Source: an optimization exercise on an open RTL-to-GDS flow (aim: small area, a short achievable clock period and few clock cycles). Production flows keep margins and buffers that such runs may drop. Function was checked by simulation only, so behaviour that the tests miss may differ from the original. Power and IR drop assume default switching activity.

--- design/flow/flow/run.sh ---
#!/bin/bash
# Standard synthesis, then the standard layout with repair_timing asked for a
# larger setup margin, so that it sizes and buffers the design's real critical
# paths (the design's clock and constraints are unchanged). Only the worst
# fifth of the failing endpoints are repaired, to keep the added area down.
set -euo pipefail
bash standard.sh synth > synth.log 2>&1
bash standard.sh SETUP_SLACK_MARGIN=11.5 TNS_END_PERCENT=20 finish > layout.log 2>&1
--- design/flow/standard.sh ---
#!/bin/bash
# synth_recipe.tcl (not shown) runs the flow's synth.tcl, then flattens the netlist and writes it again
# the make line also repeats each setting of config.mk as NAME=value (left out here)
make -C /OpenROAD-flow-scripts/flow DESIGN_CONFIG=/design/flow/config.mk WORK_HOME=/design/flow/orfs CLKGATE_MAP_FILE= SYNTH_SCRIPT=/design/flow/synth_recipe.tcl "${@:-finish}"
--- design/flow/config.mk ---
export PLATFORM = sky130hd
export DESIGN_NAME = Processor
export DESIGN_NICKNAME = Processor
export VERILOG_FILES = /design/flow/design.v
export SDC_FILE = /design/flow/constraint.sdc
export NUM_CORES = 4
export LEC_CHECK = 0
export CAP_MARGIN = 20
export CORE_MARGIN = 2
export CORE_UTILIZATION = 40
export SLEW_MARGIN = 20
--- design/flow/constraint.sdc ---
create_clock -name core_clock -period 17.0 [get_ports {CLK}]
set_input_delay 3.4000 -clock core_clock [delete_from_list [all_inputs] [get_ports {CLK}]]
set_output_delay 3.4000 -clock core_clock [all_outputs]
set_load 0.01 [all_outputs]
--- design/flow/design.v ---
`default_nettype none
module fadd_pipe
   ( input wire [31:0] x1,
     input wire [31:0] x2,
     output wire [31:0] y,
     input wire clk);
   wire s1, s2;
   wire [7:0] e1, e2;
   wire [22:0] m1, m2;
   assign {s1, e1, m1} = x1;
   assign {s2, e2, m2} = x2;
   wire [24:0] m1a, m2a;
   assign m1a = (e1 == 8'd0) ? {2'b0, m1} : {2'b1, m1};
   assign m2a = (e2 == 8'd0) ? {2'b0, m2} : {2'b1, m2};
   wire [7:0] e1a, e2a;
   assign e1a = (e1 == 8'd0) ? 8'd1 : e1;
   assign e2a = (e2 == 8'd0) ? 8'd1 : e2;
   wire [7:0] e2ai;
   assign e2ai = ~e2a;
   wire [8:0] te;
   assign te = {1'b0, e1a} + {1'b0, e2ai};
   wire ce;
   wire [7:0] tde;
   assign ce = (te[8] == 1'b1) ? 1'b0 : 1'b1;
   wire [8:0] tmp1;
   wire [7:0] tmp2;
   assign tmp1 = te + 9'd1;
   assign tmp2 = ~te[7:0];
   assign tde = (te[8] == 1'b1) ? tmp1[7:0] : tmp2[7:0];
   wire [4:0] de;
   assign de = (|(tde[7:5])) ? 5'd31 : tde[4:0];
   wire sel;
   assign sel = (de == 5'b0) ? ((m1a > m2a) ? 1'b0 : 1'b1) : ce;
   wire [24:0] ms, mi;
   wire [7:0] es;
   wire ss;
   assign ms = (sel == 1'b0) ? m1a : m2a;
   assign mi = (sel == 1'b0) ? m2a : m1a;
   assign es = (sel == 1'b0) ? e1a : e2a;
   assign ss = (sel == 1'b0) ? s1 : s2;
   wire [55:0] mie;
   assign mie = {mi, 31'b0};
   wire [55:0] mia;
   assign mia = mie >> de;
   reg [24:0] ms_1;
   reg [26:0] mia_1;
   reg [24:0] mi_1;
   reg [4:0] de_1;
   reg [7:0] es_1;
   reg ss_1;
   wire [24:0] tmask;
   genvar j;
   generate
     for (j = 0; j < 25; j = j + 1) begin : g_tm
       assign tmask[j] = ({1'b0, de_1} >= j + 3);
     end
   endgenerate
   wire tstck_1;
   assign tstck_1 = |(mi_1 & tmask);
   wire [26:0] mye;
   assign mye = (s1 == s2) ? {ms_1, 2'b0} + mia_1 : {ms_1, 2'b0} - mia_1;
   wire [7:0] esi;
   assign esi = es_1 + 8'd1;
   wire [7:0] eyd;
   wire [26:0] myd;
   wire stck;
   assign eyd = (mye[26] == 1'b1) ? ((esi == 8'd255) ? 8'd255 : esi) : es_1;
   assign myd = (mye[26] == 1'b1) ? ((esi == 8'd255) ? {2'b01, 25'b0} : mye >> 1) : mye;
   assign stck = (mye[26] == 1'b1) ? tstck_1 || mye[0] : tstck_1;
   wire [4:0] se;
   assign se = (myd[25] == 1) ? 5'b00000 :
               (myd[24] == 1) ? 5'b00001 :
               (myd[23] == 1) ? 5'b00010 :
               (myd[22] == 1) ? 5'b00011 :
               (myd[21] == 1) ? 5'b00100 :
               (myd[20] == 1) ? 5'b00101 :
               (myd[19] == 1) ? 5'b00110 :
               (myd[18] == 1) ? 5'b00111 :
               (myd[17] == 1) ? 5'b01000 :
               (myd[16] == 1) ? 5'b01001 :
               (myd[15] == 1) ? 5'b01010 :
               (myd[14] == 1) ? 5'b01011 :
               (myd[13] == 1) ? 5'b01100 :
               (myd[12] == 1) ? 5'b01101 :
               (myd[11] == 1) ? 5'b01110 :
               (myd[10] == 1) ? 5'b01111 :
               (myd[9] == 1) ? 5'b10000 :
               (myd[8] == 1) ? 5'b10001 :
               (myd[7] == 1) ? 5'b10010 :
               (myd[6] == 1) ? 5'b10011 :
               (myd[5] == 1) ? 5'b10100 :
               (myd[4] == 1) ? 5'b10101 :
               (myd[3] == 1) ? 5'b10110 :
               (myd[2] == 1) ? 5'b10111 :
               (myd[1] == 1) ? 5'b11000 :
               (myd[0] == 1) ? 5'b11001 : 5'b11010;
   reg [7:0] eyd_2;
   reg [26:0] myd_2;
   reg stck_2;
   reg [4:0] se_2;
   reg ss_2;
   wire signed [8:0] eyf;
   assign eyf = $signed({1'b0,eyd_2}) - $signed({4'b0,se_2});
   wire [7:0] eyr;
   wire [26:0] myf;
   assign myf = ($signed(eyf) > $signed(8'b0)) ? myd_2 << se_2 : myd_2 << (eyd_2[4:0]-1);
   assign eyr = ($signed(eyf) > $signed(8'b0)) ? eyf[7:0] : 8'b0;
   reg [26:0] myf_3;
   reg [7:0] eyr_3;
   reg stck_3;
   reg ss_3;
   wire [24:0] myr;
   assign myr = ((myf_3[1] == 1 && myf_3[0] == 0 & stck_3 == 0 && myf_3[2] == 1) || (myf_3[1] == 1 && myf_3[0] == 0 && s1 == s2 && stck_3 == 1) || myf_3[1] == 1 && myf_3[0] == 1) ? myf_3[26:2] + 25'b1 : myf_3[26:2];
   wire [7:0] eyri;
   assign eyri = eyr_3 + 8'b1;
   wire [7:0] ey;
   wire [22:0] my;
   assign ey = (myr[24] == 1) ? eyri : ((myr[23:0] == 24'b0) ? 8'd0 : eyr_3);
   assign my = (myr[24] == 1) ? 23'b0 : ((myr[23:0] == 24'b0) ? 23'b0 : myr[22:0]);
   wire sy;
   assign sy = (ey == 0 && my == 0) ? s1 && s2 : ss_3;
   wire nzm1, nzm2;
   assign nzm1 = |(m1[22:0]);
   assign nzm2 = |(m2[22:0]);
   assign y = (e1 == 255 && e2 != 255) ? {s1,8'd255,nzm1,m1[21:0]} : ((e2 == 255 && e1 != 255) ? {s2,8'd255,nzm2,m2[21:0]} : ((e1 == 255 && e2 == 255 && nzm2) ? {s2,8'd255,1'b1,m2[21:0]} : ((e1 == 255 && e2 == 255 && nzm1) ? {s1,8'd255,1'b1,m1[21:0]} : ((e1 == 255 && e2 == 255 && s1==s2) ? {s1,8'd255,23'b0} : ((e1 == 255 && e2 == 255) ? {1'b1,8'd255,1'b1,22'b0} : {sy,ey,my})))));
   always @(posedge clk) begin
      ms_1 <= ms;
      mia_1 <= mia[55:29];
      mi_1 <= mi;
      de_1 <= de;
      es_1 <= es;
      ss_1 <= ss;
      eyd_2 <= eyd;
      myd_2 <= myd;
      stck_2 <= stck;
      se_2 <= se;
      ss_2 <= ss_1;
      myf_3 <= myf;
      eyr_3 <= eyr;
      stck_3 <= stck_2;
      ss_3 <= ss_2;
   end
endmodule
`default_nettype wire
`default_nettype none
module fmul_pipe
   ( input wire [31:0] x1,
     input wire [31:0] x2,
     output wire [31:0] y,
     input wire clk);
   wire s1, s2;
   wire [7:0] e1, e2;
   wire [22:0] m1, m2;
   assign {s1, e1, m1} = x1;
   assign {s2, e2, m2} = x2;
   wire [23:0] ma, mb;
   assign ma = {1'b1, m1};
   assign mb = {1'b1, m2};
   wire [24*48-1:0] pp;
   genvar i;
   generate
     for (i = 0; i < 24; i = i + 1) begin : g_pp
       assign pp[i*48 +: 48] = {24'd0, ma & {24{mb[i]}}} << i;
     end
   endgenerate
   wire [16*48-1:0] r1;
   wire [11*48-1:0] r2;
   wire [8*48-1:0]  r3;
   wire [6*48-1:0]  r4;
   wire [4*48-1:0]  r5;
   wire [3*48-1:0]  r6;
   wire [2*48-1:0]  r7;
   csa_level #(.N(24)) l1 (.in(pp), .out(r1));
   csa_level #(.N(16)) l2 (.in(r1), .out(r2));
   csa_level #(.N(11)) l3 (.in(r2), .out(r3));
   csa_level #(.N(8))  l4 (.in(r3), .out(r4));
   csa_level #(.N(6))  l5 (.in(r4), .out(r5));
   csa_level #(.N(4))  l6 (.in(r5), .out(r6));
   csa_level #(.N(3))  l7 (.in(r6), .out(r7));
   reg [47:0] row_s, row_c;
   reg [47:0] tmp_m;
   always @(posedge clk) begin
     row_s <= r7[47:0];
     row_c <= r7[95:48];
     tmp_m <= row_s + row_c;
   end
   wire s;
   assign s = s1 ^ s2;
   wire [22:0] m;
   assign m = (tmp_m[47] == 1'b0) ? tmp_m[45:23] : tmp_m[46:24];
   wire [8:0] tmp_e;
   assign tmp_e = (tmp_m[47] == 1'b0) ? {1'b0, e1} + {1'b0, e2} : {1'b0, e1} + {1'b0, e2} + 9'd1;
   wire [8:0] tmp_tmp_e;
   wire [7:0] e;
   assign tmp_tmp_e = tmp_e - 9'd127;
   assign e = tmp_tmp_e[7:0];
   wire unf, ovf;
   assign unf = (tmp_e <= 9'd127) || (e1 == 8'd0 || e2 == 8'd0);
   assign ovf = (tmp_e >= 9'd382);
   assign y = (unf) ? 32'd0 :
              (ovf) ? {s, 31'b1111111100000000000000000000000} : {s, e, m};
endmodule
module csa_level #(parameter N = 3)
   ( input wire [N*48-1:0] in,
     output wire [(2*(N/3)+(N%3))*48-1:0] out);
   genvar g;
   generate
     for (g = 0; g < N/3; g = g + 1) begin : g_fa
       wire [47:0] a = in[(3*g)*48 +: 48];
       wire [47:0] b = in[(3*g+1)*48 +: 48];
       wire [47:0] c = in[(3*g+2)*48 +: 48];
       assign out[(2*g)*48 +: 48] = a ^ b ^ c;
       assign out[(2*g+1)*48 +: 48] = ((a & b) | (a & c) | (b & c)) << 1;
     end
     for (g = 0; g < N%3; g = g + 1) begin : g_pass
       assign out[(2*(N/3)+g)*48 +: 48] = in[(3*(N/3)+g)*48 +: 48];
     end
   endgenerate
endmodule
`default_nettype wire
`default_nettype none
module itof
   ( input wire [31:0] x,
     output wire [31:0] y);
   wire s;
   wire [30:0] i;
   assign {s, i} = x;
   wire [30:0] i_abs;
   assign i_abs = (s == 1'b0) ? i : ~(i - 31'b1);
   wire [4:0] l;
   function [4:0] SE (
     input [30:0] M
   );
     begin
     casex(M)
       31'b1xxxxxxxxxxxxxxxxxxxxxxxxxxxxxx: SE = 5'd0;
       31'b01xxxxxxxxxxxxxxxxxxxxxxxxxxxxx: SE = 5'd1;
       31'b001xxxxxxxxxxxxxxxxxxxxxxxxxxxx: SE = 5'd2;
       31'b0001xxxxxxxxxxxxxxxxxxxxxxxxxxx: SE = 5'd3;
       31'b00001xxxxxxxxxxxxxxxxxxxxxxxxxx: SE = 5'd4;
       31'b000001xxxxxxxxxxxxxxxxxxxxxxxxx: SE = 5'd5;
       31'b0000001xxxxxxxxxxxxxxxxxxxxxxxx: SE = 5'd6;
       31'b00000001xxxxxxxxxxxxxxxxxxxxxxx: SE = 5'd7;
       31'b000000001xxxxxxxxxxxxxxxxxxxxxx: SE = 5'd8;
       31'b0000000001xxxxxxxxxxxxxxxxxxxxx: SE = 5'd9;
       31'b00000000001xxxxxxxxxxxxxxxxxxxx: SE = 5'd10;
       31'b000000000001xxxxxxxxxxxxxxxxxxx: SE = 5'd11;
       31'b0000000000001xxxxxxxxxxxxxxxxxx: SE = 5'd12;
       31'b00000000000001xxxxxxxxxxxxxxxxx: SE = 5'd13;
       31'b000000000000001xxxxxxxxxxxxxxxx: SE = 5'd14;
       31'b0000000000000001xxxxxxxxxxxxxxx: SE = 5'd15;
       31'b00000000000000001xxxxxxxxxxxxxx: SE = 5'd16;
       31'b000000000000000001xxxxxxxxxxxxx: SE = 5'd17;
       31'b0000000000000000001xxxxxxxxxxxx: SE = 5'd18;
       31'b00000000000000000001xxxxxxxxxxx: SE = 5'd19;
       31'b000000000000000000001xxxxxxxxxx: SE = 5'd20;
       31'b0000000000000000000001xxxxxxxxx: SE = 5'd21;
       31'b00000000000000000000001xxxxxxxx: SE = 5'd22;
       31'b000000000000000000000001xxxxxxx: SE = 5'd23;
       31'b0000000000000000000000001xxxxxx: SE = 5'd24;
       31'b00000000000000000000000001xxxxx: SE = 5'd25;
       31'b000000000000000000000000001xxxx: SE = 5'd26;
       31'b0000000000000000000000000001xxx: SE = 5'd27;
       31'b00000000000000000000000000001xx: SE = 5'd28;
       31'b000000000000000000000000000001x: SE = 5'd29;
       31'b0000000000000000000000000000001: SE = 5'd30;
       31'b0000000000000000000000000000000: SE = 5'd31;
     endcase
     end
   endfunction
   assign l = SE(i_abs);
   wire [7:0] e;
   wire [22:0] m;
   wire [30:0] tmp_i;
   assign tmp_i = i_abs << (l + 5'd1);
   assign m = tmp_i[30:8];
   assign e = 8'd157 - {3'd0, l};
   assign y = (i == 0) ? 32'd0 :
              (x == 32'd4294967295) ? {1'b1, 8'd0, 23'd158} : {s, e, m};
endmodule
`default_nettype wire
`default_nettype none
module ftoi
   ( input wire [31:0] x,
     output wire [31:0] y,
     output wire ovf);
   wire s;
   wire [7:0] e;
   wire [22:0] m;
   assign {s, e, m} = x;
   wire [23:0] m1;
   assign m1 = {1'b1, m};
   wire [53:0] shift_m1;
   assign shift_m1 = m1 << (e - 8'd127);
   wire [30:0] i;
   assign i = (e == 8'd126) ? 31'd1 :
              (e <= 8'd125) ? 31'd0 :
              (e >= 8'd150) ? shift_m1[53:23] : shift_m1[53:23] + {30'b0, shift_m1[22]};
   assign ovf = (e >= 8'd158);
   assign y = (s == 0) ? {s, i} : {1'b1, ~i} + 32'd1;
endmodule
`default_nettype wire
module RegisterFile (
    input  wire        CLK,
    input  wire [4:0]  ra1,
    input  wire [4:0]  ra2,
    output wire [31:0] rd1,
    output wire [31:0] rd2,
    input  wire        we,
    input  wire [4:0]  wa,
    input  wire [31:0] wd);
    reg [31:0] RF [1:31];
    assign rd1 = (ra1 == 5'd0) ? 32'd0 : RF[ra1];
    assign rd2 = (ra2 == 5'd0) ? 32'd0 : RF[ra2];
    always @(posedge CLK) begin
        if (we && wa != 5'd0) RF[wa] <= wd;
    end
endmodule
module KSAdd32 (
    input  wire [31:0] a,
    input  wire [31:0] b,
    input  wire        cin,
    output wire [31:0] s);
    wire [31:0] p0 = a ^ b;
    wire [31:0] g0 = (a & b) | {31'd0, p0[0] & cin};
    wire [31:0] g1, p1, g2, p2, g3, p3, g4, p4, g5;
    genvar i;
    generate
      for (i = 0; i < 32; i = i + 1) begin : g_pref
        if (i >= 1) begin : l1
          assign g1[i] = g0[i] | (p0[i] & g0[i-1]);
          assign p1[i] = p0[i] & p0[i-1];
        end else begin : l1n
          assign g1[i] = g0[i];
          assign p1[i] = p0[i];
        end
        if (i >= 2) begin : l2
          assign g2[i] = g1[i] | (p1[i] & g1[i-2]);
          assign p2[i] = p1[i] & p1[i-2];
        end else begin : l2n
          assign g2[i] = g1[i];
          assign p2[i] = p1[i];
        end
        if (i >= 4) begin : l3
          assign g3[i] = g2[i] | (p2[i] & g2[i-4]);
          assign p3[i] = p2[i] & p2[i-4];
        end else begin : l3n
          assign g3[i] = g2[i];
          assign p3[i] = p2[i];
        end
        if (i >= 8) begin : l4
          assign g4[i] = g3[i] | (p3[i] & g3[i-8]);
          assign p4[i] = p3[i] & p3[i-8];
        end else begin : l4n
          assign g4[i] = g3[i];
          assign p4[i] = p3[i];
        end
        if (i >= 16) begin : l5
          assign g5[i] = g4[i] | (p4[i] & g4[i-16]);
        end else begin : l5n
          assign g5[i] = g4[i];
        end
      end
    endgenerate
    assign s = p0 ^ {g5[30:0], cin};
endmodule
module KSAdd10 (
    input  wire [9:0]  a,
    input  wire [9:0]  b,
    output wire [10:0] s);
    wire [9:0] p0 = a ^ b;
    wire [9:0] g0 = a & b;
    wire [9:0] g1, p1, g2, p2, g3, p3, g4;
    genvar i;
    generate
      for (i = 0; i < 10; i = i + 1) begin : g_pref
        if (i >= 1) begin : l1
          assign g1[i] = g0[i] | (p0[i] & g0[i-1]);
          assign p1[i] = p0[i] & p0[i-1];
        end else begin : l1n
          assign g1[i] = g0[i];
          assign p1[i] = p0[i];
        end
        if (i >= 2) begin : l2
          assign g2[i] = g1[i] | (p1[i] & g1[i-2]);
          assign p2[i] = p1[i] & p1[i-2];
        end else begin : l2n
          assign g2[i] = g1[i];
          assign p2[i] = p1[i];
        end
        if (i >= 4) begin : l3
          assign g3[i] = g2[i] | (p2[i] & g2[i-4]);
          assign p3[i] = p2[i] & p2[i-4];
        end else begin : l3n
          assign g3[i] = g2[i];
          assign p3[i] = p2[i];
        end
        if (i >= 8) begin : l4
          assign g4[i] = g3[i] | (p3[i] & g3[i-8]);
        end else begin : l4n
          assign g4[i] = g3[i];
        end
      end
    endgenerate
    assign s = {g4[9], p0 ^ {g4[8:0], 1'b0}};
endmodule
module RegisterFile3 (
    input  wire        CLK,
    input  wire [4:0]  ra1,
    input  wire [4:0]  ra2,
    input  wire [4:0]  ra3,
    output wire [31:0] rd1,
    output wire [31:0] rd2,
    output wire [31:0] rd3,
    input  wire        we,
    input  wire [4:0]  wa,
    input  wire [31:0] wd);
    reg [31:0] RF [1:31];
    assign rd1 = (ra1 == 5'd0) ? 32'd0 : RF[ra1];
    assign rd2 = (ra2 == 5'd0) ? 32'd0 : RF[ra2];
    assign rd3 = (ra3 == 5'd0) ? 32'd0 : RF[ra3];
    always @(posedge CLK) begin
        if (we && wa != 5'd0) RF[wa] <= wd;
    end
endmodule
module Processor(
  output wire [31:0] inst_addr,
  output wire [31:0] inst_wdata,
  input wire [31:0]  inst_rdata,
  output wire [3:0]  inst_we,
  output wire        inst_en,
  input wire [31:0] mem_rdata,
  output wire [31:0] mem_wdata,
  output wire [31:0] mem_addr,
  output wire [3:0] mem_wenable,
  output wire mem_enable,
  output wire io_read_req,
  output wire io_write_req,
  input wire io_ready,
  input wire io_done,
  output wire [7:0] io_wdata,
  input wire [7:0] io_rdata,
  output wire boot_ready,
  output wire [7:0] err,
  input wire CLK,
  input wire RSTN
);
  reg        booted;
  reg        b_start;
  reg [16:0] b_nacc;      
  reg [16:0] b_nrec;      
  reg [15:0] b_len;
  reg [31:0] b_buf;
  reg [3:0]  b_mask;
  reg        b_last;
  reg [31:0] b_wdata;
  reg [3:0]  b_we;
  reg [31:0] fpc;         
  reg [31:0] dpc;         
  reg [21:0] dhp1, dhm1;   
  reg        d_valid;
  reg        e_valid;
  reg        ebusy;       
  reg        e_long;      
  reg        pbusy;       
  reg [4:0]  erd;
  reg [31:0] opA, opB, e_imm, e_pc;
  reg [31:0] xA, xB;      
  reg        e_useimm;
  reg        e_wi, e_wf, e_win;
  reg        k_add, k_sub, k_shl, k_shr, k_li, k_mr, k_mflr, k_ld, k_st, k_cvt, k_itof;
  reg        k_fadd, k_fflip, k_fmul, k_in, k_out, k_halt, k_ba, k_lrw, k_mtlr, k_cmp, k_fcmp;
  reg        k_lbr;       
  reg        e_outpost;   
  reg        lu_valid;
  reg [1:0]  lu_cnt;      
  reg [4:0]  lu_rd;
  reg        lu_wi, lu_wf, lu_ld, lu_fadd, lu_fmul, lu_cvt, lu_fcmp;
  reg [31:0] linkreg;
  reg        c_lt, c_eq;
  reg        c_rreq, c_wreq, c_rdout;
  reg [7:0]  c_wdata;
  reg        halted;
  reg [31:0] cvt_q;
  reg [31:0] m_addr, m_wdata;
  reg        m_en, m_we;
  wire [16:0] b_j = b_nrec - 17'd2;             
  wire        b_islast = (b_nrec == {1'b0, b_len} + 17'd1);
  reg  [31:0] b_bufn;
  reg  [3:0]  b_lane;
  always @(*) begin
    b_bufn = b_buf;
    case (b_j[1:0])
      2'd0: begin b_bufn[31:24] = io_rdata; b_lane = 4'b1000; end
      2'd1: begin b_bufn[23:16] = io_rdata; b_lane = 4'b0100; end
      2'd2: begin b_bufn[15:8]  = io_rdata; b_lane = 4'b0010; end
      default: begin b_bufn[7:0] = io_rdata; b_lane = 4'b0001; end
    endcase
  end
  wire [31:0] inst = inst_rdata;
  wire [5:0]  op = inst[31:26];
  wire [4:0]  f_rd = inst[25:21];
  wire [4:0]  f_ra = inst[20:16];
  wire [4:0]  f_rb = inst[15:11];
  wire o_li = op == 6'd0, o_mr = op == 6'd1, o_addi = op == 6'd2, o_add = op == 6'd3;
  wire o_sub = op == 6'd4, o_slwi = op == 6'd5, o_srwi = op == 6'd6, o_fadd = op == 6'd7;
  wire o_fsub = op == 6'd8, o_fmul = op == 6'd10, o_fmr = op == 6'd13, o_b = op == 6'd14;
  wire o_beq = op == 6'd15, o_bne = op == 6'd16, o_blt = op == 6'd17, o_bl = op == 6'd18;
  wire o_blr = op == 6'd19, o_mflr = op == 6'd20, o_mtlr = op == 6'd21, o_cmpwi = op == 6'd22;
  wire o_cmpw = op == 6'd23, o_fcmpw = op == 6'd24, o_ld = op == 6'd25, o_st = op == 6'd26;
  wire o_fld = op == 6'd27, o_fst = op == 6'd28, o_slw = op == 6'd29, o_srw = op == 6'd30;
  wire o_itof = op == 6'd32, o_ftoi = op == 6'd33, o_ba = op == 6'd34, o_bal = op == 6'd35;
  wire o_in = op == 6'd62, o_out = op == 6'd63;
  wire o_halt = (op == 6'd9) | (op == 6'd11) | (op == 6'd12) | (op == 6'd31) |
                ((op >= 6'd36) & (op <= 6'd61));
  wire a_f  = o_fadd | o_fsub | o_fmul | o_fcmpw | o_ftoi;      
  wire b_f  = o_fadd | o_fsub | o_fmul | o_fcmpw | o_fst;       
  wire b_di = o_st | o_mtlr | o_ba | o_bal | o_out;             
  wire [4:0] fa2 = o_fst ? f_rd : f_rb;
  wire x_fp   = o_fadd | o_fsub | o_fmul | o_fcmpw | o_itof | o_ftoi;
  wire x_long = o_ld | o_fld | x_fp;
  wire x_wi   = o_li | o_mr | o_addi | o_add | o_sub | o_slwi | o_srwi | o_slw | o_srw |
                o_mflr | o_ld | o_ftoi;
  wire x_wf   = o_fadd | o_fsub | o_fmul | o_fmr | o_fld | o_itof;
  wire a_used = o_mr | o_addi | o_add | o_sub | o_slwi | o_srwi | o_slw | o_srw | o_fmr |
                o_cmpwi | o_cmpw | o_ld | o_st | o_fld | o_fst | x_fp;
  wire b_used = o_add | o_sub | o_slw | o_srw | o_cmpw | o_st | o_fst | o_mtlr | o_ba |
                o_bal | o_out | o_fadd | o_fsub | o_fmul | o_fcmpw;
  wire x_shadow = ~x_long & ~o_in & ~o_out & ~o_halt & ~o_ba & ~o_bal;
  wire [31:0] ip1, ip2, ip3, fp1, fp2;
  wire [31:0] eres, lu_res;
  wire lu_fin = lu_valid & (lu_cnt == 2'd0);    
  wire in_done = k_in & c_rdout & io_done;
  wire e_wr_i = e_valid & ~e_long & e_wi & ~ebusy;
  wire e_wr_f = e_valid & ~e_long & e_wf;
  wire l_wr_i = lu_fin & lu_wi;
  wire l_wr_f = lu_fin & lu_wf;
  wire iw_en = e_wr_i | l_wr_i | (e_valid & e_win & in_done);
  wire fw_en = e_wr_f | l_wr_f;
  wire [4:0]  iw_a = l_wr_i ? lu_rd : erd;
  wire [4:0]  fw_a = l_wr_f ? lu_rd : erd;
  wire [31:0] iw_d = l_wr_i ? lu_res : eres;
  wire [31:0] fw_d = l_wr_f ? lu_res : eres;
  RegisterFile3 iregs(.CLK(CLK), .ra1(f_ra), .ra2(f_rb), .ra3(f_rd),
                      .rd1(ip1), .rd2(ip2), .rd3(ip3),
                      .we(iw_en), .wa(iw_a), .wd(iw_d));
  RegisterFile fregs(.CLK(CLK), .ra1(f_ra), .ra2(fa2), .rd1(fp1), .rd2(fp2),
                     .we(fw_en), .wa(fw_a), .wd(fw_d));
  wire fwi = e_wr_i | l_wr_i;
  wire fwf = e_wr_f | l_wr_f;
  wire a_fwd = a_f ? (fwf & (fw_a == f_ra)) : (fwi & (iw_a == f_ra));
  wire bi_rb = fwi & (iw_a == f_rb);
  wire bi_rd = fwi & (iw_a == f_rd);
  wire bf_rb = fwf & (fw_a == f_rb);
  wire bf_rd = fwf & (fw_a == f_rd);
  wire b_fwd = b_f ? (o_fst ? bf_rd : bf_rb) : (b_di ? bi_rd : bi_rb);
  wire [31:0] opA_n = a_fwd ? (a_f ? fw_d : iw_d) : (a_f ? fp1 : ip1);
  wire [31:0] opB_n = b_fwd ? (b_f ? fw_d : iw_d) : (b_f ? fp2 : (b_di ? ip3 : ip2));
  wire [31:0] b2 = e_useimm ? e_imm : opB;
  wire [31:0] addsub;
  KSAdd32 u_alu_add(.a(opA), .b(k_sub ? ~b2 : b2), .cin(k_sub), .s(addsub));
  wire        shbig = |b2[31:5];
  wire [31:0] shl = shbig ? 32'd0 : (opA << b2[4:0]);
  wire [31:0] shr = shbig ? 32'd0 : (opA >> b2[4:0]);
  assign eres = ({32{k_add | k_sub}} & addsub) |
                ({32{k_shl}} & shl) |
                ({32{k_shr}} & shr) |
                ({32{k_li}} & e_imm) |
                ({32{k_mr}} & opA) |
                ({32{k_mflr}} & linkreg) |
                ({32{k_in}} & {24'd0, io_rdata});
  wire [31:0] fx2 = {xB[31] ^ k_fflip, xB[30:0]};
  reg         fflip_q;
  wire [31:0] fadd_y, fmul_y, itof_y, ftoi_y;
  wire        ftoi_ovf;
  fadd_pipe u_fadd(.x1(xA), .x2({xB[31] ^ fflip_q, xB[30:0]}), .y(fadd_y), .clk(CLK));
  fmul_pipe u_fmul(.x1(xA), .x2(xB), .y(fmul_y), .clk(CLK));
  itof u_itof(xA, itof_y);
  ftoi u_ftoi(xA, ftoi_y, ftoi_ovf);
  reg         itof_q;
  always @(posedge CLK) cvt_q <= itof_q ? itof_y : ftoi_y;
  assign lu_res = ({32{lu_ld}} & mem_rdata) |
                  ({32{lu_cvt}} & cvt_q) |
                  ({32{lu_fadd}} & fadd_y) |
                  ({32{lu_fmul}} & fmul_y);
  wire [31:0] maddr;
  KSAdd32 u_maddr(.a(opA), .b(e_imm), .cin(1'b0), .s(maddr));
  wire m_go_st = e_valid & k_st;
  wire m_go_ld = e_valid & k_ld;
  wire m_go = m_go_st | m_go_ld;
  wire e_ccw = e_valid & k_cmp;
  wire l_ccw = lu_fin & lu_fcmp;
  wire e_lt = addsub[31];
  wire e_eq = (addsub == 32'd0);
  wire l_lt = fadd_y[31];
  wire l_eq = (fadd_y[30:23] != 8'd0);
  wire cc_lt = e_ccw ? e_lt : (l_ccw ? l_lt : c_lt);
  wire cc_eq = e_ccw ? e_eq : (l_ccw ? l_eq : c_eq);
  wire e_lrw = e_valid & k_lrw;
  wire [31:0] e_lr1 = e_pc + 32'd1;
  wire [31:0] e_lrv = k_mtlr ? opB : e_lr1;
  wire [31:0] lr_f = e_lrw ? e_lrv : linkreg;
  wire e_redir = e_valid & (k_ba | k_lbr);
  wire [31:0] e_btgt;
  KSAdd32 u_ebr(.a(e_pc), .b(e_imm), .cin(1'b0), .s(e_btgt));
  wire [31:0] e_rtgt = k_ba ? opB : e_btgt;
  wire e_lp = e_valid & e_long;
  wire [4:0] p_rd = e_lp ? erd : lu_rd;
  wire p_wi = e_lp ? e_wi : lu_wi;
  wire p_wf = e_lp ? e_wf : lu_wf;
  wire p_fcmp = e_lp ? k_fcmp : lu_fcmp;
  wire p_rem1 = e_lp ? k_cvt : (lu_cnt == 2'd1);    
  wire hz_raw_a = a_used & (a_f ? p_wf : p_wi) & (p_rd == f_ra);
  wire p_hit_rb = (p_rd == f_rb);
  wire p_hit_rd = (p_rd == f_rd);
  wire hz_raw_b = b_used & (b_f ? (p_wf & (o_fst ? p_hit_rd : p_hit_rb))
                               : (p_wi & (b_di ? p_hit_rd : p_hit_rb)));
  wire hz_waw = ((x_wi & p_wi) | (x_wf & p_wf)) & p_hit_rd;
  wire hz_port = p_rem1 & ((x_wi & p_wi) | (x_wf & p_wf));
  wire hz_flag = p_fcmp & (o_beq | o_bne | o_blt | o_cmpw | o_cmpwi);
  wire hz = pbusy & (~x_shadow | hz_raw_a | hz_raw_b | hz_waw | hz_port | hz_flag);
  wire [10:0] d_lo;
  KSAdd10 u_dlo(.a(dpc[9:0]), .b(inst[9:0]), .s(d_lo));
  wire        d_short = (inst[25:10] == 16'h0000) | (inst[25:10] == 16'hffff);
  wire [21:0] d_hi = (inst[25] == d_lo[10]) ? dpc[31:10] : (d_lo[10] ? dhp1 : dhm1);
  wire [31:0] d_rel = {d_hi, d_lo[9:0]};
  wire d_rtaken = o_b | o_bl | (o_beq & cc_eq) | (o_bne & ~cc_eq) | (o_blt & cc_lt);
  wire d_taken = (d_rtaken & d_short) | o_blr;
  wire [31:0] d_tgt = o_blr ? lr_f : d_rel;
  wire fetch = ~d_valid | (~ebusy & ~pbusy);
  wire d_adv = booted & d_valid & ~ebusy & ~e_redir & ~hz;
  wire d_redir = booted & d_valid & ~ebusy & ~e_redir & d_taken &
                 ~(pbusy & p_fcmp & (o_beq | o_bne | o_blt));
  wire io_idle = ~(c_wreq & ~io_ready) & ~(e_valid & k_out & e_outpost) &
                 ~c_rreq & ~c_rdout;
  assign inst_addr  = {fpc[29:0], 2'b00};
  assign inst_en    = fetch;
  assign inst_we    = b_we;
  assign inst_wdata = b_wdata;
  assign mem_addr    = m_addr;
  assign mem_wdata   = m_wdata;
  assign mem_enable  = m_en;
  assign mem_wenable = {4{m_we}};
  assign io_read_req  = c_rreq;
  assign io_write_req = c_wreq;
  assign io_wdata     = c_wdata;
  assign boot_ready = booted;
  assign err = {3'b000, halted, 4'b0000};
  always @(posedge CLK) begin
    if (~RSTN) begin
      booted <= 1'b0;
      b_start <= 1'b0;
      b_nacc <= 17'd0;
      b_nrec <= 17'd0;
      b_len <= 16'd0;
      b_mask <= 4'd0;
      b_last <= 1'b0;
      b_we <= 4'd0;
      fpc <= 32'd0;
      dpc <= 32'd0;
      d_valid <= 1'b0;
      e_valid <= 1'b0;
      ebusy <= 1'b0;
      e_long <= 1'b0;
      pbusy <= 1'b0;
      lu_valid <= 1'b0;
      lu_cnt <= 2'd0;
      c_rreq <= 1'b0;
      c_wreq <= 1'b0;
      c_rdout <= 1'b0;
      c_wdata <= 8'd0;
      halted <= 1'b0;
      c_lt <= 1'b0;
      c_eq <= 1'b0;
      linkreg <= 32'd0;
      m_en <= 1'b0;
      m_we <= 1'b0;
    end else if (!booted) begin
      if (!b_start) begin
        b_start <= 1'b1;
        c_rreq <= 1'b1;
      end
      if (c_rreq & io_ready) begin
        b_nacc <= b_nacc + 17'd1;
        if (b_nacc >= 17'd2 && b_nacc == {1'b0, b_len} + 17'd1) c_rreq <= 1'b0;
      end
      b_we <= 4'd0;
      if (io_done) begin
        b_nrec <= b_nrec + 17'd1;
        if (b_nrec == 17'd0) b_len[15:8] <= io_rdata;
        else if (b_nrec == 17'd1) b_len[7:0] <= io_rdata;
        else begin
          b_buf <= b_bufn;
          if (b_j[1:0] == 2'd3 || b_islast) begin
            b_we <= b_mask | b_lane;
            b_wdata <= b_bufn;
            fpc <= {17'd0, b_j[16:2]};
            b_mask <= 4'd0;
            b_last <= b_islast;
          end else begin
            b_mask <= b_mask | b_lane;
          end
        end
      end
      if (b_we != 4'd0 && b_last) begin
        booted <= 1'b1;
        fpc <= 32'd0;
      end
    end else begin
      if (c_wreq & io_ready) c_wreq <= 1'b0;
      if (c_rreq & io_ready) begin
        c_rreq <= 1'b0;
        c_rdout <= 1'b1;
      end
      m_en <= m_go;
      m_we <= m_go_st;
      if (m_go) begin
        m_addr <= maddr;
        m_wdata <= opB;
      end
      if (e_lp) begin
        lu_valid <= 1'b1;
        lu_cnt <= k_cvt ? 2'd0 : (k_fadd ? 2'd2 : 2'd1);
        lu_rd <= erd;
        lu_wi <= e_wi;
        lu_wf <= e_wf;
        lu_ld <= k_ld;
        lu_fadd <= k_fadd;
        lu_fmul <= k_fmul;
        lu_cvt <= k_cvt;
        lu_fcmp <= k_fcmp;
      end else if (lu_valid) begin
        if (lu_cnt == 2'd0) lu_valid <= 1'b0;
        else lu_cnt <= lu_cnt - 2'd1;
      end
      pbusy <= (d_adv & x_long) | (e_lp & ~k_cvt) | (lu_valid & lu_cnt[1]);
      if (l_ccw) begin
        c_lt <= l_lt;
        c_eq <= l_eq;
      end
      if (ebusy) begin
        if (k_in) begin
          if (~c_rreq & ~c_rdout & ~c_wreq) c_rreq <= 1'b1;
          if (c_rdout & io_done) begin
            c_rdout <= 1'b0;
            ebusy <= 1'b0;
          end
        end
        if (k_out) begin
          if (~c_wreq & ~c_rreq & ~c_rdout) begin
            c_wreq <= 1'b1;
            c_wdata <= opB[7:0];
            ebusy <= 1'b0;
          end
        end
        if (k_halt) begin
          if (~c_wreq & ~c_rreq & ~c_rdout) halted <= 1'b1;
        end
      end else begin
        if (e_ccw) begin
          c_lt <= e_lt;
          c_eq <= e_eq;
        end
        if (e_lrw) linkreg <= e_lrv;
        if (e_valid & k_out & e_outpost) begin
          c_wreq <= 1'b1;
          c_wdata <= opB[7:0];
        end
        e_valid <= d_adv;
        e_long <= d_adv & x_long;
        if (d_adv) begin
          ebusy <= o_in | (o_out & ~io_idle) | o_halt;
          e_outpost <= o_out & io_idle;
          if (o_in & io_idle) c_rreq <= 1'b1;
        end
      end
      if (fetch) begin
        dpc <= fpc;
        dhp1 <= fpc[31:10] + 22'd1;
        dhm1 <= fpc[31:10] - 22'd1;
      end
      if (e_redir) fpc <= e_rtgt;
      else if (d_redir) fpc <= d_tgt;
      else if (fetch) fpc <= fpc + 32'd1;
      d_valid <= fetch ? ~(e_redir | d_redir) : (d_valid & ~d_adv & ~e_redir);
    end
  end
  wire e_take = booted & ~ebusy;
  wire fp_hold = (e_lp & (k_fadd | k_fmul)) | (lu_valid & (lu_fadd | lu_fmul) & (lu_cnt != 2'd0));
  always @(posedge CLK) begin
    if (e_take & x_fp & ~fp_hold) begin
      xA <= opA_n;
      xB <= opB_n;
      fflip_q <= o_fsub | o_fcmpw;
      itof_q <= o_itof;
    end
    if (e_take) begin
      opA <= opA_n;
      opB <= opB_n;
      e_imm <= (o_slwi | o_srwi) ? {27'd0, f_rb} :
               (o_b | o_bl | o_beq | o_bne | o_blt) ? {{6{inst[25]}}, inst[25:0]} :
               {{16{inst[15]}}, inst[15:0]};
      e_pc <= dpc;
      erd <= f_rd;
      e_useimm <= o_addi | o_cmpwi | o_slwi | o_srwi;
      e_wi <= x_wi & (f_rd != 5'd0);
      e_wf <= x_wf & (f_rd != 5'd0);
      e_win <= o_in & (f_rd != 5'd0);
      k_add <= o_add | o_addi;
      k_sub <= o_sub | o_cmpw | o_cmpwi;
      k_shl <= o_slwi | o_slw;
      k_shr <= o_srwi | o_srw;
      k_li <= o_li;
      k_mr <= o_mr | o_fmr;
      k_mflr <= o_mflr;
      k_ld <= o_ld | o_fld;
      k_st <= o_st | o_fst;
      k_cvt <= o_itof | o_ftoi;
      k_itof <= o_itof;
      k_fadd <= o_fadd | o_fsub | o_fcmpw;
      k_fflip <= o_fsub | o_fcmpw;
      k_fmul <= o_fmul;
      k_in <= o_in;
      k_out <= o_out;
      k_halt <= o_halt;
      k_ba <= o_ba | o_bal;
      k_lrw <= o_bl | o_bal | o_mtlr;
      k_mtlr <= o_mtlr;
      k_cmp <= o_cmpw | o_cmpwi;
      k_fcmp <= o_fcmpw;
      k_lbr <= d_rtaken & ~d_short;
    end
  end
endmodule
==> results by group, run 1 <==
Place
  – GPL Wtd Cong: 0.981
  – Dpl hpwl: about 470 mm
  – Placed cell areas: 192000 µm²
  – PortBufs: 223

Power and ir drop
  – Int Power: ~12 mW
  – Worst vdd ir: 0.0762 mV
  – Net Sw Frac: about a quarter
  – Comb power frac: slightly below 10%
  – Sequential power share: 46.7%
  – P_leak: 77.7 nW
  – Clock network fraction of design power: 43.6%
  – Psw: just over 4 mW
  – Overall power: 16.2 mW
  – Cell Pwr Density: 74.9 nW/µm²

Floorplan
  – Die Height: 678 µm
  – Die area: 460000 µm²
  – Ports: 233
  – Width of the die: 678 µm
  – Initial core utilization: 40.2%
  – Placement Rows: 247
  – Core box area: approximately 450000 µm²

Drt
  – Antenna viol nets, final: 0
  – WL per Instance: 34.2 µm
  – Number of iterations in the first detailed-routing pass: 12
  – WL final: 769 mm
  – Drt drc: 0
  – Starting DRT DRC Count: 21600
  – DR vias: between 100k and 150k
  – DR vias/cell: about 6.6

Synth
  – Top cells by area, synth: edfxtp_1 39%, mux4_2 13%, fa_1 5.5%
  – Synth cell count leaders: 2386 x edfxtp_1, 1884 x nand2_1, 1235 x nor2_1
  – FF+latch count, synth: 2870
  – Commonest register cell after synthesis: edfxtp_1
  – Mapped cell area: 182000 µm²
  – Most numerous cell in the Yosys netlist: edfxtp_1
  – Sequential area share after synthesis: 44.8%
  – Post-synthesis cell type count: 119
  – Top-area cell type share of the netlist area: 39.4%
  – Cells after Synth: 15800
  – Share of flip-flops with an asynchronous set or reset: 0%
  – Syn_area_per_cell: 11.5 µm²
  – Yosys warns: 6
  – Cell taking the most area after synthesis: edfxtp_1
  – EDFF count, synth: 2386

Cells and area
  – Layout cells sized above 1: 22.0%
  – Design area: between 200000 and 250000 µm²
  – Area growth from synthesis to layout: 19.0%
  – Layout Utilization: 47.8%
  – Nets: approximately 17000

Critical path
  – Crit Path Class: register to register
  – Crit path depth: 24
  – Crit path largest cell delay: approximately 510 ps
  – Worst EP arrival: between 6000 and 7000 ps
  – Critical path endpoint category: register
  – Worst Setup EP: u_fadd.mia_1[4]
  – Crit path cell chain: buf_4 -> nor3_4 -> buf_12 -> nand2_4 -> nand2_2 -> ha_4 -> fa_2 -> a21o_1 -> a21oi_2 -> xnor2_2 -> and3_1 -> buf_4 -> mux2_4 -> or4_4 -> a21o_4 -> or4b_4 -> a22oi_2 -> buf_6 -> buf_12 -> mux4_2 -> mux2i_2 -> mux2i_1 -> a222oi_1 -> inv_1
  – Maximum net fanout on the critical path: 19
  – CP Buf/Inv Count: 6
  – Reg-to-reg endpoint: u_fadd.mia_1[4]
  – Setup crit start: xA[30]
  – Startpoint types: register
  – Top Family by Delay on Critical Path: simple AND/OR/NAND/NOR gates
  – Crit-path slowest cell: mux4_2
  – Required time worst endpoint: 17810 ps
  – Setup slack on the worst flop-to-flop path: about 11000 ps
  – R2R Path Start: xA[30]
  – R2R depth: 24

Worst hold path
  – HP Class: register to register
  – Hold Path Depth: 0

Timing
  – Final Max Tran Viols: 0
  – Worst Max-Slew Pin Slew: 1310 ps
  – Slew margin rel.: between 10% and 20%
  – Clk_skew: ~110 ps
  – Fmax achieved: 167 MHz
  – Final critical-path share of the clock period: approximately a third
  – RSZ-0062 raised after global routing: true
  – TNS Setup: 0 ps
  – # setup viols final: 0
  – Fin. Hold Viols: 0
  – Final worst path period need: about 6000 ps

Global route
  – Initial antenna violation count: between 60 and 70
  – First-pass GRT wire length: 1070 mm
  – GR peak layer: met2
  – GR met2 Demand/Resource: 46.3%
  – Largest net degree at the start of global routing: 81
  – Gr usage total: 32.2%
  – Number of global-route vias before repair: around 140k
  – Met3 GRT Util: 10.6%
  – Met1 GRT Util: 42.0%
  – Total gr overflow: 0

Run
  – # Max-Cap Violations: 0

Clock tree
  – Clock Sinks: about 2900
  – Clk slew on worst S/H paths: 60 ps
  – CTS buffer count: 320
  – H-tree Lvls: 5
  – CTS tree: built
  – CTS root buf: clkbuf_16
  – Maximum root-to-sink buffer count: 4
  – Worst skew pair latency: 1020 ps

Run status
  – Status: timing/DRC/antenna clean
[power by group through the flow]
stage / sequential (mW) / combinational, mW / clock, mW
5_1_grt: 7.56 / 1.60 / 7.36
6_report: 7.56 / 1.58 / 7.07
2_1_floorplan: 7.71 / 0.854 / 0
4_1_cts: 7.56 / 1.50 / 7.10
3_3_place_gp: 7.71 / 1.26 / 0
3_5_place_dp: 7.71 / 1.27 / 0
[worst reg2reg max path: cells and delay by family, from the launching register on]
family / cells / cell delay, ps
xor+xnor: 1 / 90
mux: 4 / 1070
simple gates: 6 / 1480
flops: 1 / 340
buf+inv: 6 / 1080
compound gates: 5 / 1270
fa+ha+maj: 2 / 550
[cell type report]
class	instances	area (µm²)
Antenna cell	36	90.1
Clock buffer	392	8590
Clock inverter	194	1820
Fill cell	39900	236000
Inverter	773	3080
Multi-Input combinational cell	11000	98100
Sequential cell	2870	81300
Tap cell	5976	7480
Timing Repair Buffer	1236	15600
Timing Repair inverter	23	168
[state kept, by name (all words and copies together) (netlist names), 25 cells and up]
| name | flops |
|---|---|
| e_imm | 26 |
| cvt_q | 32 |
| u_fmul.row_s | 40 |
| u_fmul.tmp_m | 25 |
| opA | 32 |
| u_fadd.myf_3 | 27 |
| linkreg | 32 |
| u_fadd.myd_2 | 26 |
| xB | 32 |
| dpc | 32 |
| m_wdata | 32 |
| opB | 32 |
| m_addr | 32 |
| u_fadd.mia_1 | 26 |
| iregs.RF | 992 |
| b_buf | 32 |
| b_wdata | 32 |
| u_fmul.row_c | 40 |
| e_pc | 32 |
| fpc | 32 |
| xA | 32 |
| fregs.RF | 992 |
[through the flow]
stage | hold slack [ps] | std cells | setup slack [ps]
final | 331 | 22500 | 11000
after detailed placement | 320 | 21200 | 7910
after global placement | 316 | 21200 | 7920
after floorplan | 310 | 15800 | 10240
after CTS | 335 | 22300 | 11040
after global routing | 348 | 22400 | 10890
[metal layers]
layer / part of all wire, % / up-vias
met4: 7.7 / 50
met2: 42 / 11100
met3: 14 / 2450
met5: 0.24 / -
met1: 36 / 74300
li1: - / 60300
[how the worst min path moves through the flow]
stage,startpoint,endpoint
after floorplan,u_fadd.ss_1,u_fadd.ss_2
after global placement,u_fadd.stck_2,u_fadd.stck_3
after detailed placement,u_fadd.ss_1,u_fadd.ss_2
after CTS,u_fadd.stck_2,u_fadd.stck_3
after global routing,u_fadd.ss_2,u_fadd.ss_3
final,u_fadd.stck_2,u_fadd.stck_3
[kinds of logic after synthesis]
logic type	count (synthesis)	synth area share, %
simple gates	4692	11.4
flops	2870	44.8
fa+ha+maj	887	8.16
buf+inv	2004	4.29
other cells	1	0.00206
xor+xnor	533	2.59
compound gates	2899	10.7
mux	1925	18.1
[placed cells by master, fill, tap and decap left out, types with 483 or more instances in the layout]
cell type / netlist / routed
edfxtp_1: 2386 / 2386
nand2_1: 1884 / 1842
nor2_1: 1235 / 1141
mux4_2: 1074 / 1074
inv_1: 752 / 712
a21oi_1: 763 / 652
nand3_1: 631 / 615
buf_4: 50 / 612
mux2i_1: 686 / 610
o21ai_0: 548 / 502
fa_1: 497 / 494
dfxtp_1: 484 / 483
[what timing repair did]
| action | 4_1_cts | 5_1_grt |
|---|---|---|
| hold buffers | 0 | 0 |
| pin swaps | 167 | 133 |
| endpoints found under the setup margin | 3448 | 2398 |
| gates cloned | 141 | 15 |
| buffers inserted | 301 | 154 |
| resized for setup | 868 | 402 |
Testbench counts, summed over its fixed seeds: cycles 266,342.
==> inputs of run 2 (changes only) <==
--- a/design/flow/design.v
+++ b/design/flow/design.v
@@ -15,18 +15,15 @@
    wire [7:0] e1a, e2a;
    assign e1a = (e1 == 8'd0) ? 8'd1 : e1;
    assign e2a = (e2 == 8'd0) ? 8'd1 : e2;
-   wire [7:0] e2ai;
-   assign e2ai = ~e2a;
-   wire [8:0] te;
-   assign te = {1'b0, e1a} + {1'b0, e2ai};
+   wire gt;
+   assign gt = (e1a > e2a);
+   wire [7:0] d12, d21;
+   assign d12 = e1a - e2a;
+   assign d21 = e2a - e1a;
    wire ce;
    wire [7:0] tde;
-   assign ce = (te[8] == 1'b1) ? 1'b0 : 1'b1;
-   wire [8:0] tmp1;
-   wire [7:0] tmp2;
-   assign tmp1 = te + 9'd1;
-   assign tmp2 = ~te[7:0];
-   assign tde = (te[8] == 1'b1) ? tmp1[7:0] : tmp2[7:0];
+   assign ce = ~gt;
+   assign tde = gt ? d12 : d21;
    wire [4:0] de;
    assign de = (|(tde[7:5])) ? 5'd31 : tde[4:0];
    wire sel;
@@ -219,14 +216,23 @@
 endmodule
 `default_nettype wire
 `default_nettype none
-module itof
+module itof_pipe
    ( input wire [31:0] x,
-     output wire [31:0] y);
+     output wire [31:0] y,
+     input wire clk);
    wire s;
    wire [30:0] i;
    assign {s, i} = x;
    wire [30:0] i_abs;
    assign i_abs = (s == 1'b0) ? i : ~(i - 31'b1);
+   reg [30:0] i_abs_r;
+   reg s_r, iz_r, xm_r;
+   always @(posedge clk) begin
+     i_abs_r <= i_abs;
+     s_r <= s;
+     iz_r <= (i == 0);
+     xm_r <= (x == 32'd4294967295);
+   end
    wire [4:0] l;
    function [4:0] SE (
      input [30:0] M
@@ -268,22 +274,22 @@
      endcase
      end
    endfunction
-   assign l = SE(i_abs);
+   assign l = SE(i_abs_r);
    wire [7:0] e;
    wire [22:0] m;
    wire [30:0] tmp_i;
-   assign tmp_i = i_abs << (l + 5'd1);
+   assign tmp_i = i_abs_r << (l + 5'd1);
    assign m = tmp_i[30:8];
    assign e = 8'd157 - {3'd0, l};
-   assign y = (i == 0) ? 32'd0 :
-              (x == 32'd4294967295) ? {1'b1, 8'd0, 23'd158} : {s, e, m};
+   assign y = iz_r ? 32'd0 :
+              xm_r ? {1'b1, 8'd0, 23'd158} : {s_r, e, m};
 endmodule
 `default_nettype wire
 `default_nettype none
-module ftoi
+module ftoi_pipe
    ( input wire [31:0] x,
      output wire [31:0] y,
-     output wire ovf);
+     input wire clk);
    wire s;
    wire [7:0] e;
    wire [22:0] m;
@@ -296,8 +302,13 @@
    assign i = (e == 8'd126) ? 31'd1 :
               (e <= 8'd125) ? 31'd0 :
               (e >= 8'd150) ? shift_m1[53:23] : shift_m1[53:23] + {30'b0, shift_m1[22]};
-   assign ovf = (e >= 8'd158);
-   assign y = (s == 0) ? {s, i} : {1'b1, ~i} + 32'd1;
+   reg [30:0] i_r;
+   reg s_r;
+   always @(posedge clk) begin
+     i_r <= i;
+     s_r <= s;
+   end
+   assign y = (s_r == 0) ? {s_r, i_r} : {1'b1, ~i_r} + 32'd1;
 endmodule
 `default_nettype wire
 module RegisterFile (
@@ -481,7 +492,6 @@
   reg        c_rreq, c_wreq, c_rdout;
   reg [7:0]  c_wdata;
   reg        halted;
-  reg [31:0] cvt_q;
   reg [31:0] m_addr, m_wdata;
   reg        m_en, m_we;
   wire [16:0] b_j = b_nrec - 17'd2;             
@@ -569,18 +579,17 @@
                 ({32{k_mr}} & opA) |
                 ({32{k_mflr}} & linkreg) |
                 ({32{k_in}} & {24'd0, io_rdata});
-  wire [31:0] fx2 = {xB[31] ^ k_fflip, xB[30:0]};
   reg         fflip_q;
   wire [31:0] fadd_y, fmul_y, itof_y, ftoi_y;
-  wire        ftoi_ovf;
   fadd_pipe u_fadd(.x1(xA), .x2({xB[31] ^ fflip_q, xB[30:0]}), .y(fadd_y), .clk(CLK));
   fmul_pipe u_fmul(.x1(xA), .x2(xB), .y(fmul_y), .clk(CLK));
-  itof u_itof(xA, itof_y);
-  ftoi u_ftoi(xA, ftoi_y, ftoi_ovf);
-  reg         itof_q;
-  always @(posedge CLK) cvt_q <= itof_q ? itof_y : ftoi_y;
+  itof_pipe u_itof(.x(xA), .y(itof_y), .clk(CLK));
+  ftoi_pipe u_ftoi(.x(xA), .y(ftoi_y), .clk(CLK));
+  reg         itof_q, itof_q2;
+  always @(posedge CLK) itof_q2 <= itof_q;
+  wire [31:0] cvt_y = itof_q2 ? itof_y : ftoi_y;
   assign lu_res = ({32{lu_ld}} & mem_rdata) |
-                  ({32{lu_cvt}} & cvt_q) |
+                  ({32{lu_cvt}} & cvt_y) |
                   ({32{lu_fadd}} & fadd_y) |
                   ({32{lu_fmul}} & fmul_y);
   wire [31:0] maddr;
@@ -591,7 +600,7 @@
   wire e_ccw = e_valid & k_cmp;
   wire l_ccw = lu_fin & lu_fcmp;
   wire e_lt = addsub[31];
-  wire e_eq = (addsub == 32'd0);
+  wire e_eq = (opA == b2);              
   wire l_lt = fadd_y[31];
   wire l_eq = (fadd_y[30:23] != 8'd0);
   wire cc_lt = e_ccw ? e_lt : (l_ccw ? l_lt : c_lt);
==> run 2 against run 1 <==
Still clean. Die area shrank 1.1%. Routed wire length shrank 6.3%. Final cell count shrank 5.0%. Clock power grew 3.5%. Clock skew shrank 44 ps. Register-to-register slack gained 360 ps. Highest routed layer unchanged.
==> results by group, run 2 <==
Run status
  – Status: timing/DRC/antenna clean

Global route
  – Total gr overflow: 0 (unchanged)
  – Number of global-route vias before repair: 132000 (-4.9%)
  – Gr usage total: 30.8% (-1.5 points)
  – First-pass GRT wire length: 1000 mm (-5.9%)
  – Largest net degree at the start of global routing: 121 (+49%)
  – Initial antenna violation count: 43 (-32%)

Clock tree
  – Clock Sinks: 2904 (+1.2%)
  – Clk slew on worst S/H paths: 60 ps (about the same)
  – CTS buffer count: 328 (+2.5%)
  – CTS root buf: clkbuf_16
  – Post-CTS Hold Buffers: 0 (unchanged)
  – Maximum root-to-sink buffer count: 4 (unchanged)
  – CTS tree: built
  – H-tree Lvls: 5 (unchanged)
  – Worst skew pair latency: 1010 ps (about the same)

Cells and area
  – Design area: 213000 µm² (-1.5%)
  – Area occupied by multi-input gates: 94700 µm² (-3.5%)
  – Fill count: 39500 (-1.2%)
  – Layout Utilization: 47.5% (-0.26 points)
  – Nets: 16100 (-6.4%)
  – Register area: 82000 µm² (+0.85%)
  – Final Non-Filler Cells: 21300 (-5.0%)
  – Most common cell after layout, fill and taps aside: edfxtp_1
  – Layout cells sized above 1: 23.3% (+1.3 points)
  – Area growth from synthesis to layout: 18.5%
  – Top Registers: fregs.RF (992), iregs.RF (992)
  – Most frequent cells in the layout: 2386 x edfxtp_1, 1302 x mux4_2, 1219 x nor2_1

Synth
  – Cell taking the most area after synthesis: edfxtp_1
  – Top cells by area, synth: edfxtp_1 40%, mux4_2 16%, dfxtp_1 5.8%
  – Top-area cell type share of the netlist area: 39.9% (+0.43 points)
  – Share of flip-flops with an asynchronous set or reset: 0% (unchanged)
  – Syn_area_per_cell: 12.3 µm² (+6.8%)
  – Most numerous cell in the Yosys netlist: edfxtp_1
  – FF+latch count, synth: 2904 (+1.2%)
  – Cells after Synth: 14600 (-7.4%)
  – Yosys warns: 7 (+1)
  – Mapped cell area: 180000 µm² (-1.1%)
  – Commonest register cell after synthesis: edfxtp_1
  – Post-synthesis cell type count: 96 (-19%)
  – EDFF count, synth: 2386 (unchanged)
  – Synth cell count leaders: 2386 x edfxtp_1, 1321 x nor2_1, 1302 x mux4_2
  – Sequential area share after synthesis: 45.6% (+0.86 points)

Timing
  – Fmax achieved: 169 MHz (+1.6%)
  – RSZ-0062 raised after global routing: true
  – Worst Max-Slew Pin Slew: 1330 ps (+15.4 ps)
  – TNS Setup: 0 ps (unchanged)
  – Final critical-path share of the clock period: 34.7% (-0.56 points)
  – Clk_skew: 62.0 ps (-44.3 ps)
  – Final worst path period need: 5900 ps (-94.4 ps)
  – Final Max Tran Viols: 0 (unchanged)
  – Slew margin rel.: 11.3% (-0.94 points)
  – Fin. Hold Viols: 0 (unchanged)
  – # setup viols final: 0 (unchanged)

Floorplan
  – Width of the die: 674 µm (-0.53%)
  – Initial core utilization: 40.1% (-0.050 points)
  – Die Height: 674 µm (-0.53%)
  – Die area: 455000 µm² (-1.1%)
  – Placement Rows: 246 (-0.40%)
  – Core box area: 448000 µm² (-0.95%)
  – Ports: 233 (unchanged)

Place
  – Dpl hpwl: 445 mm (-5.6%)
  – PortBufs: 223 (unchanged)
  – Placed cell areas: 190000 µm² (-0.91%)
  – GPL Wtd Cong: 0.979 (-0.20%)
  – Cells after DPL: 20200 (-5.0%)

Run
  – # Max-Cap Violations: 0 (unchanged)

Drt
  – WL per Instance: 33.8 µm (-1.3%)
  – WL final: 721 mm (-6.3%)
  – DR vias/cell: 6.49 (-1.7%)
  – DR vias: 138000 (-6.6%)
  – Starting DRT DRC Count: 19200 (-11%)
  – Drt drc: 0 (unchanged)
  – Number of iterations in the first detailed-routing pass: 9 (-3)
  – Antenna viol nets, final: 0 (unchanged)

Critical path
  – Crit path largest cell delay: 420 ps (-90 ps)
  – Crit-path slowest cell: or3_4
  – Crit Path Class: input pin to register
  – Maximum net fanout on the critical path: 17 (-2)
  – Worst EP arrival: 6610 ps (-200 ps)
  – Startpoint types: input pin
  – Critical path endpoint category: register
  – Required time worst endpoint: 17700 ps (-110 ps)
  – Crit path cell chain: buf_8 -> buf_12 -> and3_4 -> o211ai_1 -> o31ai_4 -> a21o_4 -> bufbuf_16 -> o31ai_4 -> buf_6 -> buf_8 -> o32ai_2 -> a21oi_1 -> a311oi_2 -> or3_4

Power and ir drop
  – Overall power: 16.4 mW (+1.4%)
  – Cell Pwr Density: 77.1 nW/µm² (+2.9%)
  – P_leak: 75.5 nW (-2.8%)
  – Worst vdd ir: 0.0835 mV (+9.5%)

Worst hold path
  – HP Class: register to register
## run 2: cell count changes after synthesis, sizes merged, moves of 31 or more
cell	delta
mux2	-31
nor2	+86
nand2	-653
o21ai	+133
a21oi	-98
dfxtp	+34
a31oi	-52
clkbuf	-132
and3	-55
a311oi	-128
mux4	+228
nand3	-362
## run 2: worst paths after layout
| path | end | from | slack, ps | cells past startpoint |
|---|---|---|---|---|
| worst min register to register | u_fadd.ss_3 | u_fadd.ss_2 | 330 | 0 |
| worst max register to register | u_fadd.mia_1[5] | xA[29] | 11360 | 27 |
| worst min-delay path | u_fadd.ss_3 | u_fadd.ss_2 | 330 | 0 |
| worst max-delay path | xB[13] | inst_rdata[31] | 11100 | 14 |
## run 2: what timing repair did
action / CTS / global route
resized for setup: 846 / 297
setup buffers: 252 / 110
gates cloned: 133 / 28
pin swaps: 133 / 96
endpoints found under the setup margin: 3388 / 2366
## run 2: where the power goes
group	total (mW)	leakage (nW)	switching [mW]	internal [mW]
Combinational	1.48	44.6	0.828	0.648
Sequential	7.65	25.6	0.0149	7.63
Clock	7.32	5.26	3.11	4.21
Total	16.4	75.5	3.95	12.5
## run 2: worst max-delay path, delay by kind of cell
kind            cells  cell delay (ps)
compound gates      7             1290
buf+inv             5             1240
simple gates        2              590
## run 2: cells by family (layout without fill, tap and decap cells)
kind of cell | after synthesis | in the layout | synth area share (%)
and+or+nand+nor | 3660 | 3663 | 8.95
muxes | 2105 | 2120 | 20.9
buffers and inverters | 1863 | 2536 | 4.03
adders and majority gates | 896 | 896 | 8.31
DFF | 2904 | 2904 | 45.6
AOI/OAI and AO/OA | 2641 | 2647 | 9.44
xor gates and xnor gates | 569 | 569 | 2.77
other | 1 | 48 | 0.00209
## run 2: through the flow
stage / hold WS (ps) / setup slack [ps]
2_1_floorplan: 310 / 10820
3_3_place_gp: 313 / 7840
3_5_place_dp: 315 / 7910
4_1_cts: 330 / 11300
5_1_grt: 329 / 11070
6_report: 328 / 11100
## run 2: area by class of cell
cell class	count	area share, %
multi-input combinational	9904	44.4
inverter	758	1.40
clock inverter	183	0.911
timing repair inverter	17	0.0576
antenna	39	0.0458
clock buffer	410	4.17
sequential	2904	38.5
timing repair buffer	1168	6.97
tap	5952	3.50
## run 2: layer usage
layer / routed length (µm) / up-vias / global-route usage (%)
met2: 317000 / 9630 / 46.9
met3: 94200 / 2360 / 9.47
li1: - / 56500 / -
met1: 255000 / 69800 / 38.4
met4: 52900 / 30 / 18.5
met5: 1090 / - / 0.500
Testbench counts of run 2, summed over its fixed seeds: cycles 266,342.
==> inputs of run 3 (changes only) <==
==> design/flow/flow/run.sh (replaced) <==
#!/bin/bash
# Standard synthesis, then the standard layout with repair_timing asked for a
# larger setup margin, so that it sizes and buffers the design's real critical
# paths (the design's clock and constraints are unchanged). Only the worst
# 8% of the failing endpoints are repaired, to keep the added area down.
set -euo pipefail
bash standard.sh synth > synth.log 2>&1
bash standard.sh SETUP_SLACK_MARGIN=11.5 TNS_END_PERCENT=8 finish > layout.log 2>&1
==> run 3 against run 2 <==
Critical path type unchanged. Synthesized cell count stayed put. Combinational power hardly changed. Critical endpoint is now xB[16]. Register-to-register slack worse by 120 ps. Final cell count is 0.22% lower. Still clean on timing, DRC and antenna. Sequential power hardly changed. Global-route usage is 0.32 points higher. Via count is 0.35% higher. Highest routed layer unchanged. Largest cell class unchanged.
==> results by group, run 3 <==
Run status
  – Status: timing/DRC/antenna clean

Worst hold path
  – WHS Endpoint: u_fadd.stck_3
  – Hold Path Depth: 0 (unchanged)
  – Hold Crit Start: u_fadd.stck_2
  – HP Class: register to register

Floorplan
  – Placement Rows: 246 (unchanged)
  – Die Height: 674 µm (unchanged)
  – Initial core utilization: 40.1% (unchanged)
  – Width of the die: 674 µm (unchanged)

Synth
  – Sequential area share after synthesis: 45.6% (unchanged)
  – Combinational family with the most area after synthesis: multiplexers
  – Share of flip-flops with an asynchronous set or reset: 0% (unchanged)
  – EDFF count, synth: 2386 (unchanged)
  – Top-area cell type share of the netlist area: 39.9% (unchanged)
  – Post-Synth Simple-Gate Area: 8.95% (unchanged)
  – Most numerous cell in the Yosys netlist: edfxtp_1
  – Syn_area_per_cell: 12.3 µm² (unchanged)
  – Yosys warns: 7 (unchanged)
  – Post-synthesis cell type count: 96 (unchanged)
  – Cell taking the most area after synthesis: edfxtp_1
  – Synth cell count leaders: 2386 x edfxtp_1, 1321 x nor2_1, 1302 x mux4_2
  – Top cells by area, synth: edfxtp_1 40%, mux4_2 16%, dfxtp_1 5.8%

Cells and area
  – Area occupied by multi-input gates: 94800 µm² (about the same)
  – Final Non-Filler Cells: 21300 (-0.22%)
  – Nets: 16000 (-0.32%)
  – Layout cells sized above 1: 22.9% (-0.46 points)
  – Area growth from synthesis to layout: 18.0%
  – Top Registers: fregs.RF (992), iregs.RF (992)
  – Fill count: 39400 (-0.22%)
  – Most frequent cells in the layout: 2386 x edfxtp_1, 1302 x mux4_2, 1216 x nand2_1

Timing
  – Fin. Hold Viols: 0 (unchanged)
  – Fmax achieved: 169 MHz (-0.36%)
  – RSZ-0062 raised after global routing: true
  – Final Max Tran Viols: 0 (unchanged)
  – TNS Setup: 0 ps (unchanged)
  – Final critical-path share of the clock period: 34.9% (+0.13 points)
  – Final worst path period need: 5930 ps (+21.3 ps)

Critical path
  – Startpoint types: input pin
  – Crit Path Class: input pin to register
  – Critical path endpoint category: register
  – Required time worst endpoint: 17760 ps (+60 ps)
  – Maximum net fanout on the critical path: 32 (+15)
  – R2R depth: 26 (-3.7%)
  – Setup slack on the worst flop-to-flop path: 11240 ps (-120 ps)
  – Worst EP arrival: 6680 ps (+70 ps)
  – Reg-to-reg endpoint: u_fadd.mia_1[8]

Drt
  – WL per Instance: 34.1 µm (+0.97%)
  – Antenna viol nets, final: 0 (unchanged)
  – Number of iterations in the first detailed-routing pass: 10 (+1)
  – WL final: 726 mm (+0.74%)
  – DR vias: 139000 (+0.35%)
  – Drt drc: 0 (unchanged)
  – DR vias/cell: 6.52 (+0.58%)

Global route
  – Total gr overflow: 0 (unchanged)
  – Largest net degree at the start of global routing: 108 (-11%)
  – Gr usage total: 31.1% (+0.32 points)
  – First-pass GRT wire length: 1010 mm (+0.81%)

Clock tree
  – CTS tree: built
  – Post-CTS Hold Buffers: 0 (unchanged)
  – Clock Sinks: 2904 (unchanged)
  – CTS buffer count: 327 (-0.30%)
  – Worst skew pair latency: 1010 ps (about the same)
  – H-tree Lvls: 5 (unchanged)
  – Clk slew on worst S/H paths: 70 ps (about the same)
  – CTS root buf: clkbuf_16

Place
  – Cells after DPL: 20200 (-0.084%)
  – PortBufs: 223 (unchanged)
  – GPL Wtd Cong: 0.999 (+2.0%)

Power and ir drop
  – P_leak: 75.1 nW (-0.64%)
  – Worst vdd ir: 0.0857 mV (+2.7%)

Run
  – # Max-Cap Violations: 0 (unchanged)
[run 3: cell counts after synthesis]
Identical to the previous run, type by type.
[run 3: layout make-up]
class                           instances  area share (%)
Multi-Input combinational cell       9907            44.7
Sequential cell                      2904            38.7
Timing Repair Buffer                 1121            6.57
Clock buffer                          412            4.18
Tap cell                             5952            3.51
Inverter                              758            1.40
Clock inverter                        180           0.911
Antenna cell                           42          0.0495
Timing Repair inverter                 11          0.0366
[run 3: stage by stage]
step	setup WS, ps	utilization, %	hold WS (ps)
detailed placement	7700	42.4	314
CTS	11250	46.9	338
floorplan	10820	-	310
finish	11070	47.3	337
global placement	7750	42.4	319
global route	11010	47.3	350
[run 3: how the worst max path moves through the flow]
stage                         from             to  slack [ps]  cells after the start
floorplan           inst_rdata[29]         opB[9]       10820                     15
global placement    inst_rdata[30]        opB[15]        7750                     15
detailed placement  inst_rdata[30]         xB[15]        7700                     15
CTS                        fpc[27]  inst_addr[29]       11250                      1
global route        inst_rdata[26]        opB[16]       11010                     20
finish              inst_rdata[29]         xB[16]       11070                     15
[run 3: logic make-up after synthesis]
logic type | after synthesis
mux | 2105
other cells | 1
compound gates | 2641
xor+xnor | 569
buf+inv | 1863
flops | 2904
fa+ha+maj | 896
simple gates | 3660
[run 3: repair_timing]
item,CTS,global route
pin swaps,187,67
endpoints found under the setup margin,3381,2404
buffers inserted,262,87
cloned,130,14
resized for setup,937,155
[run 3: power breakdown]
part / switching (mW) / total [mW] / leakage [nW] / internal (mW)
Clock: 3.07 / 7.32 / 5.28 / 4.25
Combinational: 0.842 / 1.48 / 44.1 / 0.640
Sequential: 0.0143 / 7.65 / 25.6 / 7.63
Total: 3.93 / 16.4 / 75.1 / 12.5
[run 3: routing by layer]
| layer | share of wire (%) | global-route usage [%] | up-vias | wire, µm |
|---|---|---|---|---|
| li1 | - | - | 56400 | - |
| met1 | 35 | 39.2 | 69900 | 256000 |
| met2 | 44 | 46.9 | 10100 | 318000 |
| met3 | 13 | 9.44 | 2442 | 97300 |
| met4 | 7.5 | 19.3 | 34 | 54500 |
| met5 | 0.044 | 0 | - | 319 |
[run 3: worst max-delay path, cell delays in order]
cell,delay (ps)
buf_2,150
buf_12,160
clkinv_2,140
nand2_2,130
o31ai_4,250
a21o_4,230
buf_4,140
buf_4,110
o31ai_4,70
buf_12,220
o32ai_2,1060
a21oi_4,120
nor2_1,140
o21ai_1,100
o311ai_2,100

-- static timing again, ports no longer ideal --
In the flow no input, the clock included, has a driving cell. The finished layouts below were timed again as built, in two steps. Step 1 assumes that a clkbuf_16 drives the clock port and a buf_2 every other input. Step 2 moves the port delays by t, midway between the first and last clock arrival at a register: inputs arrive t later, outputs are due t later. That takes back most of the time a late clock gives input paths. Slacks: ideal / step 1 / step 2; pairs: ideal / step 1.
run	shift t [ns]	setup WS [ns]	worst setup path after step 2	clock arrival spread, ns	worst slew at a driven data input, ns
run 1	1.080	11.001 / 10.973 / 9.945	input to register	0.107 / 0.107	0.29
run 2	1.097	11.096 / 11.108 / 10.011	input to register	0.068 / 0.068	0.40
run 3	1.079	11.075 / 11.008 / 9.929	input to register	0.073 / 0.073	0.42
After both steps every run listed still meets setup and hold. For run 3, which loses most, drivers alone change the setup slack by -0.067 ns; drivers and shift together by -1.146 ns.
